Source: an optimization exercise on an open RTL-to-GDS flow (aim: small area, a short achievable clock period and few clock cycles per item). Production flows keep margins and buffers that such runs may drop. No functional check of the RTL was part of any run shown here. Power and IR drop assume default switching activity.

==> flow/design.v (outline; a module is shown in full before it is edited, if it fits) <==
// module COMP_Control: 1095 lines
// module FA: 4 lines
// module FAX: 4 lines
// module XOR3: 3 lines
// module MAJ3: 3 lines
// module KMUX: 3 lines
// module AOI21: 3 lines
// module OAI21: 3 lines
// module NAND2: 3 lines
// module NOR2: 3 lines
// module XOR2: 3 lines
// module XNOR2: 3 lines
module COMP_Control(
    input clock,
    input rst,
    input start_trigger,
    input reset_act,
    input reset_data,
    input signed [15:0] K0,
    input signed [15:0] K1,
    input signed [15:0] K2,
    input signed [17:0] setPoint,
    input signed [17:0] data,
    output reg busy,
    output wire signed [15:0] COMP_output
    );
  // ...
==> flow/flow/run.sh <==
#!/bin/bash
# The standard layout (standard.sh: the standard flow's synthesis, floorplan, placement,
# CTS, routing) at the design's clock period and constraints, with two
# changes to how hard the resizer works:
#  - repair_timing aims for a setup slack of SETUP_MARGIN ns instead of 0,
#    so the critical paths get sized and buffered although the 12 ns clock
#    would already be met;
#  - the port buffers are buf_2 cells rather than the resizer's pick.
set -euo pipefail
cd "$(dirname "$0")/.."
SETUP_MARGIN=$(cat flow/setup_margin.txt)
bash standard.sh "SETUP_SLACK_MARGIN=$SETUP_MARGIN" \
  "BUFFER_PORTS_ARGS=-buffer_cell sky130_fd_sc_hd__buf_2" finish > standard_make.log 2>&1
==> flow/flow/setup_margin.txt <==
6.0
==> flow/standard.sh <==
#!/bin/bash
# synth_recipe.tcl (not shown) runs the flow's synth.tcl, then flattens the netlist and writes it again
# the make line also repeats each setting of config.mk as NAME=value (left out here)
make -C /OpenROAD-flow-scripts/flow DESIGN_CONFIG=/design/flow/config.mk WORK_HOME=/design/flow/orfs CLKGATE_MAP_FILE= SYNTH_SCRIPT=/design/flow/synth_recipe.tcl "${@:-finish}"
==> flow/config.mk <==
export PLATFORM = sky130hd
export DESIGN_NAME = COMP_Control
export DESIGN_NICKNAME = COMP_Control
export VERILOG_FILES = /design/flow/design.v
export SDC_FILE = /design/flow/constraint.sdc
export NUM_CORES = 4
export LEC_CHECK = 0
export CAP_MARGIN = 20
export CORE_MARGIN = 2
export CORE_UTILIZATION = 40
export CTS_BUF_LIST = sky130_fd_sc_hd__clkbuf_8
export SLEW_MARGIN = 20
export SYNTH_HIERARCHICAL = 1
export SYNTH_MINIMUM_KEEP_SIZE = 0
==> flow/constraint.sdc <==
create_clock -name core_clock -period 12.0 [get_ports {clock}]
set_input_delay 2.4000 -clock core_clock [delete_from_list [all_inputs] [get_ports {clock}]]
set_output_delay 2.4000 -clock core_clock [all_outputs]
set_load 0.01 [all_outputs]
==> results.tsv, run 1 <==
stage	metric	value	unit
outcome	status	timing/DRC/antenna clean	
floorplan	die_area	43300	um2
setup_path	critPathCapture	COMP_output[14]	
setup_path	cp_common_cell	o21ai_1	
floorplan	die_h	208	um
setup_path	critPathCaptureType	output pin	
final_layout	largestClassByArea	multi-input gates	
placed_design	io_buffers	105	
drt	wl_met3	2620	um
yosys	synth_common_cells	nand2_1 (345), xnor2_1 (207), fa_1 (187)	
final_layout	design.seq.count	152	
timing	hold_violations	0	
timing	setup_viol	0	
final_layout	clkCellAreaFrac	0.0243	
pwr	power_leader	combinational cells	
yosys	ys_ff_latch	152	
setup_path	r2r_end	S[21]$_SDFFE_PP0N_	
pwr	total_power	2.29	mW
pwr	power_density	128	nW/um2
grt	grt_max_degree	98	
pwr	p_clk_frac	0.193	
clocking	post-cts-setup-buffers	0	
yosys	synth_largest_area_cell	fa_1	
timing	fin_crit_sh	0.462	
yosys	synth_top_family_by_area	adder cells	
timing	tightest_slew	1.14	ns
setup_path	r2r_cells	11	
placed_design	hpwl	34200	um
final_layout	nNonClkBuffers	124	
setup_path	crit_slowest_cell	o21ai_1	
pwr	swShare	0.371	
clocking	cts_tree	done	
yosys	syn-cell-area	16600	um2
setup_path	cp_top_family	compound AO/OA/AOI/OAI gates	
final_layout	final_cell_area	17900	um2
yosys	synthSimpleGateAreaFrac	0.127	
yosys	synth_ff_type	dfxtp_1	
final_layout	top_regs	C x48, S x48	
grt	first_global_vias	13272	
timing	period_minus_slack	5.54	ns
pwr	p_sw	0.852	mW
setup_path	crit_type	reg -> out	
final_layout	seq_area	3050	um2
==> run 2: changes to the inputs <==
--- a/flow/design.v
+++ b/flow/design.v
@@ -13,22 +13,101 @@
     output wire signed [15:0] COMP_output
     );
     reg [18:0] e0, e1;
     reg [47:0] S, C;
     reg [15:0] Kr;
     reg sB, sC;    
     wire load = start_trigger & ~busy & ~reset_act & ~rst;
     wire clr_all = rst | (reset_act & reset_data);
-    wire [18:0] diff = {setPoint[17], setPoint} - {data[17], data};
+    wire [18:0] diff;    
     wire [15:0] Km;
     KMUX umA (.busy(busy), .kr(Kr), .k2(K2), .y(Km));
     wire acc_en = load | busy;
     wire [15:0] KmB;    
     KMUX umB (.busy(busy), .kr(Kr), .k2(K2), .y(KmB));
+    wire sb_1; AOI21 usb_1 (.a((setPoint[1] & ~data[1])), .b((setPoint[1] | ~data[1])), .c((setPoint[0] | ~data[0])), .y(sb_1));
+    wire sb_2; NAND2 usb_2 (.a((setPoint[1] | ~data[1])), .b((setPoint[0] | ~data[0])), .y(sb_2));
+    wire sb_3; AOI21 usb_3 (.a((setPoint[3] & ~data[3])), .b((setPoint[3] | ~data[3])), .c((setPoint[2] & ~data[2])), .y(sb_3));
+    wire sb_4; NAND2 usb_4 (.a((setPoint[3] | ~data[3])), .b((setPoint[2] | ~data[2])), .y(sb_4));
+    wire sb_5; AOI21 usb_5 (.a((setPoint[5] & ~data[5])), .b((setPoint[5] | ~data[5])), .c((setPoint[4] & ~data[4])), .y(sb_5));
+    wire sb_6; NAND2 usb_6 (.a((setPoint[5] | ~data[5])), .b((setPoint[4] | ~data[4])), .y(sb_6));
+    wire sb_7; AOI21 usb_7 (.a((setPoint[7] & ~data[7])), .b((setPoint[7] | ~data[7])), .c((setPoint[6] & ~data[6])), .y(sb_7));
+    wire sb_8; NAND2 usb_8 (.a((setPoint[7] | ~data[7])), .b((setPoint[6] | ~data[6])), .y(sb_8));
+    wire sb_9; AOI21 usb_9 (.a((setPoint[9] & ~data[9])), .b((setPoint[9] | ~data[9])), .c((setPoint[8] & ~data[8])), .y(sb_9));
+    wire sb_10; NAND2 usb_10 (.a((setPoint[9] | ~data[9])), .b((setPoint[8] | ~data[8])), .y(sb_10));
+    wire sb_11; AOI21 usb_11 (.a((setPoint[11] & ~data[11])), .b((setPoint[11] | ~data[11])), .c((setPoint[10] & ~data[10])), .y(sb_11));
+    wire sb_12; NAND2 usb_12 (.a((setPoint[11] | ~data[11])), .b((setPoint[10] | ~data[10])), .y(sb_12));
+    wire sb_13; AOI21 usb_13 (.a((setPoint[13] & ~data[13])), .b((setPoint[13] | ~data[13])), .c((setPoint[12] & ~data[12])), .y(sb_13));
+    wire sb_14; NAND2 usb_14 (.a((setPoint[13] | ~data[13])), .b((setPoint[12] | ~data[12])), .y(sb_14));
+    wire sb_15; AOI21 usb_15 (.a((setPoint[15] & ~data[15])), .b((setPoint[15] | ~data[15])), .c((setPoint[14] & ~data[14])), .y(sb_15));
+    wire sb_16; NAND2 usb_16 (.a((setPoint[15] | ~data[15])), .b((setPoint[14] | ~data[14])), .y(sb_16));
+    wire sb_17; AOI21 usb_17 (.a((setPoint[17] & ~data[17])), .b((setPoint[17] | ~data[17])), .c((setPoint[16] & ~data[16])), .y(sb_17));
+    wire sb_18; NAND2 usb_18 (.a((setPoint[17] | ~data[17])), .b((setPoint[16] | ~data[16])), .y(sb_18));
+    wire sb_19; OAI21 usb_19 (.a(sb_3), .b(sb_4), .c(sb_1), .y(sb_19));
+    wire sb_20; NOR2 usb_20 (.a(sb_4), .b(sb_2), .y(sb_20));
+    wire sb_21; OAI21 usb_21 (.a(sb_7), .b(sb_8), .c(sb_5), .y(sb_21));
+    wire sb_22; NOR2 usb_22 (.a(sb_8), .b(sb_6), .y(sb_22));
+    wire sb_23; OAI21 usb_23 (.a(sb_11), .b(sb_12), .c(sb_9), .y(sb_23));
+    wire sb_24; NOR2 usb_24 (.a(sb_12), .b(sb_10), .y(sb_24));
+    wire sb_25; OAI21 usb_25 (.a(sb_15), .b(sb_16), .c(sb_13), .y(sb_25));
+    wire sb_26; NOR2 usb_26 (.a(sb_16), .b(sb_14), .y(sb_26));
+    wire sb_27; AOI21 usb_27 (.a(sb_21), .b(sb_22), .c(sb_19), .y(sb_27));
+    wire sb_28; NAND2 usb_28 (.a(sb_22), .b(sb_20), .y(sb_28));
+    wire sb_29; AOI21 usb_29 (.a(sb_25), .b(sb_26), .c(sb_23), .y(sb_29));
+    wire sb_30; NAND2 usb_30 (.a(sb_26), .b(sb_24), .y(sb_30));
+    wire sb_31; OAI21 usb_31 (.a(sb_29), .b(sb_30), .c(sb_27), .y(sb_31));
+    wire sb_32; NOR2 usb_32 (.a(sb_30), .b(sb_28), .y(sb_32));
+    wire sb_33; AOI21 usb_33 (.a(sb_23), .b(sb_24), .c(~sb_27), .y(sb_33));
+    wire sb_34; NAND2 usb_34 (.a(sb_24), .b(~sb_28), .y(sb_34));
+    wire sb_35; OAI21 usb_35 (.a(sb_5), .b(sb_6), .c(~sb_19), .y(sb_35));
+    wire sb_36; NOR2 usb_36 (.a(sb_6), .b(~sb_20), .y(sb_36));
+    wire sb_37; OAI21 usb_37 (.a(sb_9), .b(sb_10), .c(sb_27), .y(sb_37));
+    wire sb_38; NOR2 usb_38 (.a(sb_10), .b(sb_28), .y(sb_38));
+    wire sb_39; OAI21 usb_39 (.a(sb_13), .b(sb_14), .c(sb_33), .y(sb_39));
+    wire sb_40; NOR2 usb_40 (.a(sb_14), .b(sb_34), .y(sb_40));
+    wire sb_41; OAI21 usb_41 (.a(sb_17), .b(sb_18), .c(~sb_31), .y(sb_41));
+    wire sb_42; NOR2 usb_42 (.a(sb_18), .b(~sb_32), .y(sb_42));
+    wire sb_43; AOI21 usb_43 (.a((setPoint[2] & ~data[2])), .b((setPoint[2] | ~data[2])), .c(~sb_1), .y(sb_43));
+    wire sb_44; NAND2 usb_44 (.a((setPoint[2] | ~data[2])), .b(~sb_2), .y(sb_44));
+    wire sb_45; AOI21 usb_45 (.a((setPoint[4] & ~data[4])), .b((setPoint[4] | ~data[4])), .c(sb_19), .y(sb_45));
+    wire sb_46; NAND2 usb_46 (.a((setPoint[4] | ~data[4])), .b(sb_20), .y(sb_46));
+    wire sb_47; AOI21 usb_47 (.a((setPoint[6] & ~data[6])), .b((setPoint[6] | ~data[6])), .c(sb_35), .y(sb_47));
+    wire sb_48; NAND2 usb_48 (.a((setPoint[6] | ~data[6])), .b(sb_36), .y(sb_48));
+    wire sb_49; AOI21 usb_49 (.a((setPoint[8] & ~data[8])), .b((setPoint[8] | ~data[8])), .c(~sb_27), .y(sb_49));
+    wire sb_50; NAND2 usb_50 (.a((setPoint[8] | ~data[8])), .b(~sb_28), .y(sb_50));
+    wire sb_51; AOI21 usb_51 (.a((setPoint[10] & ~data[10])), .b((setPoint[10] | ~data[10])), .c(sb_37), .y(sb_51));
+    wire sb_52; NAND2 usb_52 (.a((setPoint[10] | ~data[10])), .b(sb_38), .y(sb_52));
+    wire sb_53; AOI21 usb_53 (.a((setPoint[12] & ~data[12])), .b((setPoint[12] | ~data[12])), .c(~sb_33), .y(sb_53));
+    wire sb_54; NAND2 usb_54 (.a((setPoint[12] | ~data[12])), .b(~sb_34), .y(sb_54));
+    wire sb_55; AOI21 usb_55 (.a((setPoint[14] & ~data[14])), .b((setPoint[14] | ~data[14])), .c(sb_39), .y(sb_55));
+    wire sb_56; NAND2 usb_56 (.a((setPoint[14] | ~data[14])), .b(sb_40), .y(sb_56));
+    wire sb_57; AOI21 usb_57 (.a((setPoint[16] & ~data[16])), .b((setPoint[16] | ~data[16])), .c(sb_31), .y(sb_57));
+    wire sb_58; NAND2 usb_58 (.a((setPoint[16] | ~data[16])), .b(sb_32), .y(sb_58));
+    wire sb_59; AOI21 usb_59 (.a((setPoint[17] & ~data[17])), .b((setPoint[17] | ~data[17])), .c(sb_41), .y(sb_59));
+    wire sb_60; NAND2 usb_60 (.a((setPoint[17] | ~data[17])), .b(sb_42), .y(sb_60));
+    assign diff[0] = ~(setPoint[0] ^ ~data[0]);
+    assign diff[1] = (setPoint[1] ^ ~data[1]) ^ (setPoint[0] | ~data[0]);
+    assign diff[2] = (setPoint[2] ^ ~data[2]) ^ ~sb_1;
+    assign diff[3] = (setPoint[3] ^ ~data[3]) ^ ~sb_43;
+    assign diff[4] = (setPoint[4] ^ ~data[4]) ^ sb_19;
+    assign diff[5] = (setPoint[5] ^ ~data[5]) ^ ~sb_45;
+    assign diff[6] = (setPoint[6] ^ ~data[6]) ^ sb_35;
+    assign diff[7] = (setPoint[7] ^ ~data[7]) ^ ~sb_47;
+    assign diff[8] = (setPoint[8] ^ ~data[8]) ^ ~sb_27;
+    assign diff[9] = (setPoint[9] ^ ~data[9]) ^ ~sb_49;
+    assign diff[10] = (setPoint[10] ^ ~data[10]) ^ sb_37;
+    assign diff[11] = (setPoint[11] ^ ~data[11]) ^ ~sb_51;
+    assign diff[12] = (setPoint[12] ^ ~data[12]) ^ ~sb_33;
+    assign diff[13] = (setPoint[13] ^ ~data[13]) ^ ~sb_53;
+    assign diff[14] = (setPoint[14] ^ ~data[14]) ^ sb_39;
+    assign diff[15] = (setPoint[15] ^ ~data[15]) ^ ~sb_55;
+    assign diff[16] = (setPoint[16] ^ ~data[16]) ^ sb_31;
+    assign diff[17] = (setPoint[17] ^ ~data[17]) ^ ~sb_57;
+    assign diff[18] = (setPoint[17] ^ ~data[17]) ^ sb_41;
     wire d0_one = e1[0] ^ 1'b0;
     wire d0_two = (e1[1] & ~e1[0] & ~1'b0) | (~e1[1] & e1[0] & 1'b0);
     wire d0_neg = (e1[1] & ~(e1[0] & 1'b0)) ^ sB;
     wire d0_pp0 = ((d0_one & Km[0])) ^ d0_neg;
     wire d0_pp1 = ((d0_one & Km[1]) | (d0_two & Km[0])) ^ d0_neg;
     wire d0_pp2 = ((d0_one & Km[2]) | (d0_two & Km[1])) ^ d0_neg;
     wire d0_pp3 = ((d0_one & Km[3]) | (d0_two & Km[2])) ^ d0_neg;
     wire d0_pp4 = ((d0_one & Km[4]) | (d0_two & Km[3])) ^ d0_neg;
@@ -460,25 +539,25 @@
     FA uf117 (.a(f51_s), .b(f49_c), .c(f52_s), .s(f117_s), .co(f117_c));
     wire f118_s, f118_c;
     FA uf118 (.a(f50_c), .b(f53_s), .c(f51_c), .s(f118_s), .co(f118_c));
     wire f119_s, f119_c;
     FA uf119 (.a(f54_s), .b(f52_c), .c(f55_s), .s(f119_s), .co(f119_c));
     wire f120_s, f120_c;
     FA uf120 (.a(f53_c), .b(f56_s), .c(f54_c), .s(f120_s), .co(f120_c));
     wire f121_s, f121_c;
-    FAX uf121 (.a(f57_s), .b(f55_c), .c(f58_s), .s(f121_s), .co(f121_c));
+    FA uf121 (.a(f57_s), .b(f55_c), .c(f58_s), .s(f121_s), .co(f121_c));
     wire f122_s, f122_c;
     FA uf122 (.a(f56_c), .b(f59_s), .c(f57_c), .s(f122_s), .co(f122_c));
     wire f123_s, f123_c;
-    FAX uf123 (.a(f60_s), .b(f58_c), .c(f61_s), .s(f123_s), .co(f123_c));
+    FA uf123 (.a(f60_s), .b(f58_c), .c(f61_s), .s(f123_s), .co(f123_c));
     wire f124_s, f124_c;
     FA uf124 (.a(f59_c), .b(f62_s), .c(f60_c), .s(f124_s), .co(f124_c));
     wire f125_s, f125_c;
-    FAX uf125 (.a(f61_c), .b(f63_s), .c(f64_s), .s(f125_s), .co(f125_c));
+    FA uf125 (.a(f61_c), .b(f63_s), .c(f64_s), .s(f125_s), .co(f125_c));
     wire f126_s, f126_c;
     FA uf126 (.a(f62_c), .b(f65_s), .c(f66_s), .s(f126_s), .co(f126_c));
     wire f127_s, f127_c;
     FA uf127 (.a(f63_c), .b(f64_c), .c(f67_s), .s(f127_s), .co(f127_c));
     wire f128_s, f128_c;
     FA uf128 (.a(f65_c), .b(f68_s), .c(f69_s), .s(f128_s), .co(f128_c));
     wire f129_s, f129_c;
     FA uf129 (.a(f66_c), .b(f67_c), .c(f70_s), .s(f129_s), .co(f129_c));
@@ -556,35 +635,35 @@
     FA uf165 (.a(f106_c), .b(f108_s), .c(f107_c), .s(f165_s), .co(f165_c));
     wire f166_s, f166_c;
     FA uf166 (.a(f108_c), .b(f109_c), .c(f110_s), .s(f166_s), .co(f166_c));
     wire f167_s, f167_c;
     FA uf167 (.a(f110_c), .b(f111_c), .c(f112_s), .s(f167_s), .co(f167_c));
     wire f168_s, f168_c;
     FA uf168 (.a(f112_c), .b(f113_c), .c(f114_s), .s(f168_s), .co(f168_c));
     wire f169_s, f169_c;
-    FAX uf169 (.a(f114_c), .b(f116_s), .c(f115_c), .s(f169_s), .co(f169_c));
+    FA uf169 (.a(f114_c), .b(f116_s), .c(f115_c), .s(f169_s), .co(f169_c));
     wire f170_s, f170_c;
-    FAX uf170 (.a(f116_c), .b(f118_s), .c(f117_c), .s(f170_s), .co(f170_c));
+    FA uf170 (.a(f116_c), .b(f118_s), .c(f117_c), .s(f170_s), .co(f170_c));
     wire f171_s, f171_c;
-    FAX uf171 (.a(f118_c), .b(f120_s), .c(f119_c), .s(f171_s), .co(f171_c));
+    FA uf171 (.a(f118_c), .b(f120_s), .c(f119_c), .s(f171_s), .co(f171_c));
     wire f172_s, f172_c;
-    FAX uf172 (.a(f120_c), .b(f122_s), .c(f121_c), .s(f172_s), .co(f172_c));
+    FA uf172 (.a(f120_c), .b(f122_s), .c(f121_c), .s(f172_s), .co(f172_c));
     wire f173_s, f173_c;
-    FAX uf173 (.a(f122_c), .b(f124_s), .c(f123_c), .s(f173_s), .co(f173_c));
+    FA uf173 (.a(f122_c), .b(f124_s), .c(f123_c), .s(f173_s), .co(f173_c));
     wire f174_s, f174_c;
-    FAX uf174 (.a(f124_c), .b(f126_s), .c(f125_c), .s(f174_s), .co(f174_c));
+    FA uf174 (.a(f124_c), .b(f126_s), .c(f125_c), .s(f174_s), .co(f174_c));
     wire f175_s, f175_c;
-    FAX uf175 (.a(f128_s), .b(f126_c), .c(f127_c), .s(f175_s), .co(f175_c));
+    FA uf175 (.a(f128_s), .b(f126_c), .c(f127_c), .s(f175_s), .co(f175_c));
     wire f176_s, f176_c;
-    FAX uf176 (.a(f130_s), .b(f128_c), .c(f129_c), .s(f176_s), .co(f176_c));
+    FA uf176 (.a(f130_s), .b(f128_c), .c(f129_c), .s(f176_s), .co(f176_c));
     wire f177_s, f177_c;
-    FAX uf177 (.a(f130_c), .b(f132_s), .c(f131_c), .s(f177_s), .co(f177_c));
+    FA uf177 (.a(f130_c), .b(f132_s), .c(f131_c), .s(f177_s), .co(f177_c));
     wire f178_s, f178_c;
-    FAX uf178 (.a(f132_c), .b(f134_s), .c(f133_c), .s(f178_s), .co(f178_c));
+    FA uf178 (.a(f132_c), .b(f134_s), .c(f133_c), .s(f178_s), .co(f178_c));
     wire f179_s, f179_c;
     FA uf179 (.a(f134_c), .b(f136_s), .c(f137_s), .s(f179_s), .co(f179_c));
     wire f180_s, f180_c;
     FA uf180 (.a(f138_s), .b(f136_c), .c(f139_s), .s(f180_s), .co(f180_c));
     wire f181_s, f181_c;
     FA uf181 (.a(f140_s), .b(f138_c), .c(f139_c), .s(f181_s), .co(f181_c));
     wire f182_s, f182_c;
     FA uf182 (.a(f142_s), .b(f140_c), .c(f141_c), .s(f182_s), .co(f182_c));
@@ -652,37 +731,37 @@
     FA uf213 (.a(f109_s), .b(f164_c), .c(f165_s), .s(f213_s), .co(f213_c));
     wire f214_s, f214_c;
     FA uf214 (.a(f111_s), .b(f165_c), .c(f166_s), .s(f214_s), .co(f214_c));
     wire f215_s, f215_c;
     FA uf215 (.a(f113_s), .b(f166_c), .c(f167_s), .s(f215_s), .co(f215_c));
     wire f216_s, f216_c;
     FA uf216 (.a(f167_c), .b(f115_s), .c(f168_s), .s(f216_s), .co(f216_c));
     wire f217_s, f217_c;
-    FAX uf217 (.a(f168_c), .b(f117_s), .c(f169_s), .s(f217_s), .co(f217_c));
+    FA uf217 (.a(f168_c), .b(f117_s), .c(f169_s), .s(f217_s), .co(f217_c));
     wire f218_s, f218_c;
-    FAX uf218 (.a(f119_s), .b(f170_s), .c(f169_c), .s(f218_s), .co(f218_c));
+    FA uf218 (.a(f119_s), .b(f169_c), .c(f170_s), .s(f218_s), .co(f218_c));
     wire f219_s, f219_c;
-    FAX uf219 (.a(f121_s), .b(f171_s), .c(f170_c), .s(f219_s), .co(f219_c));
+    FA uf219 (.a(f121_s), .b(f170_c), .c(f171_s), .s(f219_s), .co(f219_c));
     wire f220_s, f220_c;
-    FAX uf220 (.a(f123_s), .b(f172_s), .c(f171_c), .s(f220_s), .co(f220_c));
+    FA uf220 (.a(f123_s), .b(f171_c), .c(f172_s), .s(f220_s), .co(f220_c));
     wire f221_s, f221_c;
-    FAX uf221 (.a(f125_s), .b(f173_s), .c(f172_c), .s(f221_s), .co(f221_c));
+    FA uf221 (.a(f125_s), .b(f172_c), .c(f173_s), .s(f221_s), .co(f221_c));
     wire f222_s, f222_c;
-    FAX uf222 (.a(f127_s), .b(f174_s), .c(f173_c), .s(f222_s), .co(f222_c));
+    FA uf222 (.a(f127_s), .b(f173_c), .c(f174_s), .s(f222_s), .co(f222_c));
     wire f223_s, f223_c;
-    FAX uf223 (.a(f129_s), .b(f175_s), .c(f174_c), .s(f223_s), .co(f223_c));
+    FA uf223 (.a(f129_s), .b(f174_c), .c(f175_s), .s(f223_s), .co(f223_c));
     wire f224_s, f224_c;
-    FAX uf224 (.a(f131_s), .b(f176_s), .c(f175_c), .s(f224_s), .co(f224_c));
+    FA uf224 (.a(f131_s), .b(f175_c), .c(f176_s), .s(f224_s), .co(f224_c));
     wire f225_s, f225_c;
-    FAX uf225 (.a(f133_s), .b(f177_s), .c(f176_c), .s(f225_s), .co(f225_c));
+    FA uf225 (.a(f133_s), .b(f176_c), .c(f177_s), .s(f225_s), .co(f225_c));
     wire f226_s, f226_c;
-    FAX uf226 (.a(f135_s), .b(f178_s), .c(f177_c), .s(f226_s), .co(f226_c));
+    FA uf226 (.a(f135_s), .b(f177_c), .c(f178_s), .s(f226_s), .co(f226_c));
     wire f227_s, f227_c;
-    FAX uf227 (.a(f135_c), .b(f178_c), .c(f179_s), .s(f227_s), .co(f227_c));
+    FA uf227 (.a(f135_c), .b(f178_c), .c(f179_s), .s(f227_s), .co(f227_c));
     wire f228_s, f228_c;
     FA uf228 (.a(f137_c), .b(f180_s), .c(f179_c), .s(f228_s), .co(f228_c));
     wire f229_s, f229_c;
     FA uf229 (.a(f141_s), .b(f180_c), .c(f181_s), .s(f229_s), .co(f229_c));
     wire f230_s, f230_c;
     FA uf230 (.a(f143_s), .b(f181_c), .c(f182_s), .s(f230_s), .co(f230_c));
     wire f231_s, f231_c;
     FA uf231 (.a(f145_s), .b(f182_c), .c(f183_s), .s(f231_s), .co(f231_c));
@@ -989,40 +1068,40 @@
     assign S_n[11] = f212_c;
     assign C_n[11] = f213_s;
     assign S_n[12] = f213_c;
     assign C_n[12] = f214_s;
     assign S_n[13] = f214_c;
     assign C_n[13] = f215_s;
     assign S_n[14] = f215_c;
     assign C_n[14] = f216_s;
-    assign S_n[15] = f217_s;
-    assign C_n[15] = f216_c;
+    assign S_n[15] = f216_c;
+    assign C_n[15] = f217_s;
     assign S_n[16] = f217_c;
     assign C_n[16] = f218_s;
-    assign S_n[17] = f219_s;
-    assign C_n[17] = f218_c;
-    assign S_n[18] = f220_s;
-    assign C_n[18] = f219_c;
-    assign S_n[19] = f221_s;
-    assign C_n[19] = f220_c;
-    assign S_n[20] = f222_s;
-    assign C_n[20] = f221_c;
-    assign S_n[21] = f223_s;
-    assign C_n[21] = f222_c;
-    assign S_n[22] = f224_s;
-    assign C_n[22] = f223_c;
-    assign S_n[23] = f225_s;
-    assign C_n[23] = f224_c;
-    assign S_n[24] = f226_s;
-    assign C_n[24] = f225_c;
+    assign S_n[17] = f218_c;
+    assign C_n[17] = f219_s;
+    assign S_n[18] = f219_c;
+    assign C_n[18] = f220_s;
+    assign S_n[19] = f220_c;
+    assign C_n[19] = f221_s;
+    assign S_n[20] = f221_c;
+    assign C_n[20] = f222_s;
+    assign S_n[21] = f222_c;
+    assign C_n[21] = f223_s;
+    assign S_n[22] = f223_c;
+    assign C_n[22] = f224_s;
+    assign S_n[23] = f224_c;
+    assign C_n[23] = f225_s;
+    assign S_n[24] = f225_c;
+    assign C_n[24] = f226_s;
     assign S_n[25] = f226_c;
     assign C_n[25] = f227_s;
-    assign S_n[26] = f227_c;
-    assign C_n[26] = f228_s;
+    assign S_n[26] = f228_s;
+    assign C_n[26] = f227_c;
     assign S_n[27] = f229_s;
     assign C_n[27] = f228_c;
     assign S_n[28] = f229_c;
     assign C_n[28] = f230_s;
     assign S_n[29] = f230_c;
     assign C_n[29] = f231_s;
     assign S_n[30] = f231_c;
     assign C_n[30] = f232_s;
==> flow/flow/run.sh (replaced) <==
#!/bin/bash
# The standard layout (standard.sh: the standard flow's synthesis, floorplan, placement,
# CTS, routing) at the design's clock period and constraints, with two
# changes to how hard the resizer works:
#  - repair_timing aims for a setup slack of SETUP_MARGIN ns instead of 0,
#    so the critical paths get sized and buffered although the 12 ns clock
#    would already be met;
#  - the port buffers are buf_1 cells rather than the resizer's pick.
set -euo pipefail
cd "$(dirname "$0")/.."
SETUP_MARGIN=$(cat flow/setup_margin.txt)
bash standard.sh "SETUP_SLACK_MARGIN=$SETUP_MARGIN" \
  "BUFFER_PORTS_ARGS=-buffer_cell sky130_fd_sc_hd__buf_1" finish > standard_make.log 2>&1
==> run 2 against run 1 <==
Hold slack gained 0.037 ns. Core utilization fell by 1.3 points. Register-to-register slack got worse by 0.03 ns. Clock skew is essentially flat. Setup slack lost 0.077 ns. Wire length down 2.5%. Combinational power is 17% lower. Synthesized cell count is 1.5% lower. Clock power up 8.8%. Via count down 3.0%. Sequential power is essentially flat. Critical path type unchanged. Critical endpoint unchanged. Largest cell class unchanged.
==> results.tsv, run 2 <==
stage	metric	value	unit	change
outcome	status	timing/DRC/antenna clean		
final_layout	nets	2221		
floorplan	pin_count	106		
clocking	clk_pin_slew	0.09	ns	
floorplan	die_area	44000	um2	+1.8%
clocking	cts_tree	done		
yosys	ys.warnings.count	7		
final_layout	final_common_cell	nand2_1		
timing	fin_skew	0.0129	ns	
clocking	htree_levels	4		
floorplan	coreArea	41900	um2	
yosys	synth_common_cells	nand2_1 (296), fa_1 (210), xnor2_1 (210)		
final_layout	antenna_cells	0		
clocking	cts.sink_count	152		
placed_design	io_buffers	105		unchanged
pwr	power_density	119	nW/um2	-7.1%
drt	post_drt_wl_per_cell	18.4	um	
drt	first_pass_iters	7		
timing	setup_ws	6.38	ns	
drt	vias_per_cell	5.33		
yosys	synth_edf_count	0		
yosys	ys_ff_latch	152		unchanged
setup_path	critPathCaptureType	output pin		
yosys	synth_seq_area_share	0.180		
setup_path	worstPathMaxFanout	4		
grt	grt_max_degree	98		unchanged
grt	grt_use_total	0.209		
placed_design	post-place-ws	5.98	ns	
final_layout	utilization	0.425		
drt	vias	12817		
floorplan	dieWidth	210	um	
grt	grt_pass1_wl	72300	um	
yosys	ys_async_sr_fraction	0		
timing	grt_setup_unrepaired	false		
setup_path	cp_common_cell	o21ai_1		
final_layout	drive_above_1_share	0.0964		
timing	fin_setup_tns	0	ns	
pwr	total_power	2.11	mW	-7.8%
setup_path	crit_slowest_cell	dfxtp_1		
grt	grt-ovfl-total	0		
yosys	synth_top_cell_area_share	0.248		
final_layout	layout_common_cells	nand2_1 (296), xnor2_1 (210), fa_1 (210), dfxtp_1 (150), a21oi_1 (129)		
setup_path	worst_setup_path_start_kind	register		
yosys	synth_area_leaders	fa_1 (25%), dfxtp_1 (18%), xnor2_1 (11%), nand2_1 (6.6%), ha_1 (5.0%)		
setup_path	required	9.60	ns	
drt	drc_errors	0		
setup_path	crit_type	reg -> out		
timing	period_minus_slack	5.62	ns	+0.0770 ns
setup_path	max_stage_delay	0.42	ns	
clocking	clockBufferDepth	2		
timing	hold_violations	0		unchanged
yosys	synth_largest_area_cell	fa_1		
clocking	cts_buffers	17		
placed_design	place_congestion	0.894		
timing	fin_crit_sh	0.468		+0.00641
clocking	clk_latency	0.50	ns	
timing	final_max_slew_viol_count	0		
floorplan	start_util	0.405		
placed_design	hpwl	33300	um	-2.9%
drt	wl	44200	um	
run	maxCapViolCount	0		
timing	tightest_slew	1.08	ns	-0.0525 ns
floorplan	die_h	210	um	+0.89%
placed_design	place_area	17300	um2	
min_path	min_path_type	reg -> reg		
final_layout	top_regs	C x48, S x48		
yosys	avgSynthCellArea	9.19	um2	
clocking	cts_resized	0		
yosys	synthCells	1844		
clocking	cts_hold_buffers	0		
drt	drtIter0Drc	990		
pwr	ir_drop	0.0000919	V	
final_layout	syn2layout_area_growth	5.05	%	
timing	fmax	178	MHz	
yosys	yosysMostFrequentCell	nand2_1		
yosys	synth_cell_types	41		
timing	setup_viol	0		unchanged
setup_path	path_cells	nor2_1 > nor2_1 > nand2_1 > o21ai_1 > a21oi_2 > o21ai_1 > inv_1 > o21ai_1 > xnor2_1 > xnor2_1 > buf_1		
final_layout	final_cell_area	17800	um2	-0.74%
grt	first_global_vias	13444		+1.3%
clocking	root_buffer	clkbuf_8		
floorplan	placementRows	75		
timing	slew-limit-headroom	0.278		
grt	antenna_found_initial	0		
yosys	synth_ff_type	dfxtp_1		
setup_path	worstPathArrival	3.22	ns	
pwr	p_leak	6.66	nW	
clocking	post-cts-setup-buffers	0		unchanged
yosys	syn-cell-area	16900	um2	+1.8%
drt	ant_nets	0		
-- run 2: cell types whose count changed after synthesis, sizes merged, moves of 11 or more --
cell,change
nor2,+14
xnor2,+11
ha,+17
nand2,-49
mux2i,+23
buf,+49
nor2b,-11
xor3,-24
maj3,-24
fa,+23
clkbuf,-51
inv,+33
-- run 2: metrics by stage --
step | instances | hold WS, ns
after detailed placement | 2373 | 0.478
after CTS | 2405 | 0.492
final | 2406 | 0.491
after floorplan | 1850 | 0.449
after global routing | 2406 | 0.516
after global placement | 2373 | 0.459
-- run 2: path summary, 6_finish.rpt --
| kind | slack (ns) | cells after the start | endpoint | from |
|---|---|---|---|---|
| max reg2reg | 7.16 | 12 | C[15]$_SDFFE_PP0P_ | busy$_SDFF_PP0_ |
| min | 0.49 | 2 | C[0]$_SDFFE_PP0P_ | C[0]$_SDFFE_PP0P_ |
| max | 6.38 | 11 | COMP_output[14] | C[9]$_SDFFE_PP0P_ |
| min reg2reg | 0.49 | 2 | C[0]$_SDFFE_PP0P_ | C[0]$_SDFFE_PP0P_ |
-- run 2: per-module statistics from Yosys (local to each module, per instance) --
| module | cells | copies in the design | cell area (um2) | flip-flops and latches |
|---|---|---|---|---|
| OAI21 | 1 | 63 | 5.00 | 0 |
| KMUX | 18 | 2 | 249 | 0 |
| AOI21 | 1 | 51 | 8.76 | 0 |
| NOR2 | 1 | 85 | 3.75 | 0 |
| FA | 1 | 210 | 20.0 | 0 |
| NAND2 | 1 | 81 | 3.75 | 0 |
| COMP_Control | 1318 | 1 | 10900 | 152 |
-- run 2: logic make-up after synthesis --
group                      share of synthesized area
muxes                                         0.0546
adders and majority gates                      0.298
other                                       0.000221
buffers and inverters                         0.0687
AOI/OAI and AO/OA                              0.152
and+or+nand+nor                                0.115
xor gates and xnor gates                       0.132
DFF                                            0.180
-- run 2: power by group --
group	total [mW]	switching, mW	internal [mW]	leakage (nW)
registers	0.623	0.0712	0.552	1.24
clock network	0.481	0.244	0.237	0.235
logic	1.01	0.564	0.446	5.19
-- run 2: area by class of cell --
class                   instances  area (um2)
flip-flops and latches        152        3050
clock inverters                15         229
multi-input cells            1474       12800
well taps                     539         674
inverters                      96         365
clock buffers                  17         234
repair buffers                113         475
fillers                      4160       24100
-- run 2: layer usage --
metal | part of all wire | track usage | up-vias
li1 | - | - | 6053
met1 | 0.42 | 0.264 | 6334
met2 | 0.50 | 0.361 | 362
met3 | 0.049 | 0.0365 | 68
met4 | 0.032 | 0.0724 | 0
met5 | 0 | 0 | -
-- run 2: worst max-delay path: cells and delay by family (launching register included) --
family	cells	cell delay, ns
buffers and inverters	2	0.27
AND/OR/NAND/NOR	3	0.69
AO/OA/AOI/OAI	4	0.97
XOR/XNOR	2	0.39
flip-flops	1	0.42

-- port drivers added, routing unchanged --
The results above use ideal ports. As a check the final layouts listed here were re-extracted and re-timed, cells and wires unchanged.
Step 1 (the two cells are an assumption about what drives the block):
set clk [get_ports {clock}]
set_driving_cell -lib_cell sky130_fd_sc_hd__clkbuf_16 $clk
set_driving_cell -lib_cell sky130_fd_sc_hd__buf_2 [delete_from_list [all_inputs] $clk]
Step 2 moves the port delays by t, midway between the first and last clock arrival at a register: inputs arrive t later, outputs are due t later. That takes back most of the time a late clock gives input paths.
a / b / c = ideal ports / drivers / drivers and shift; a / b = the first two.
run	t, ns	slack for setup (ns)	latest minus earliest clock arrival (ns)
run 1	0.568	6.458 / 6.408 / 6.231	0.012 / 0.013
run 2	0.543	6.381 / 6.333 / 5.935	0.014 / 0.014
After both steps setup and hold are still met in every run listed. For run 2, which loses most, drivers alone change the setup slack by -0.048 ns; drivers and shift together by -0.446 ns.
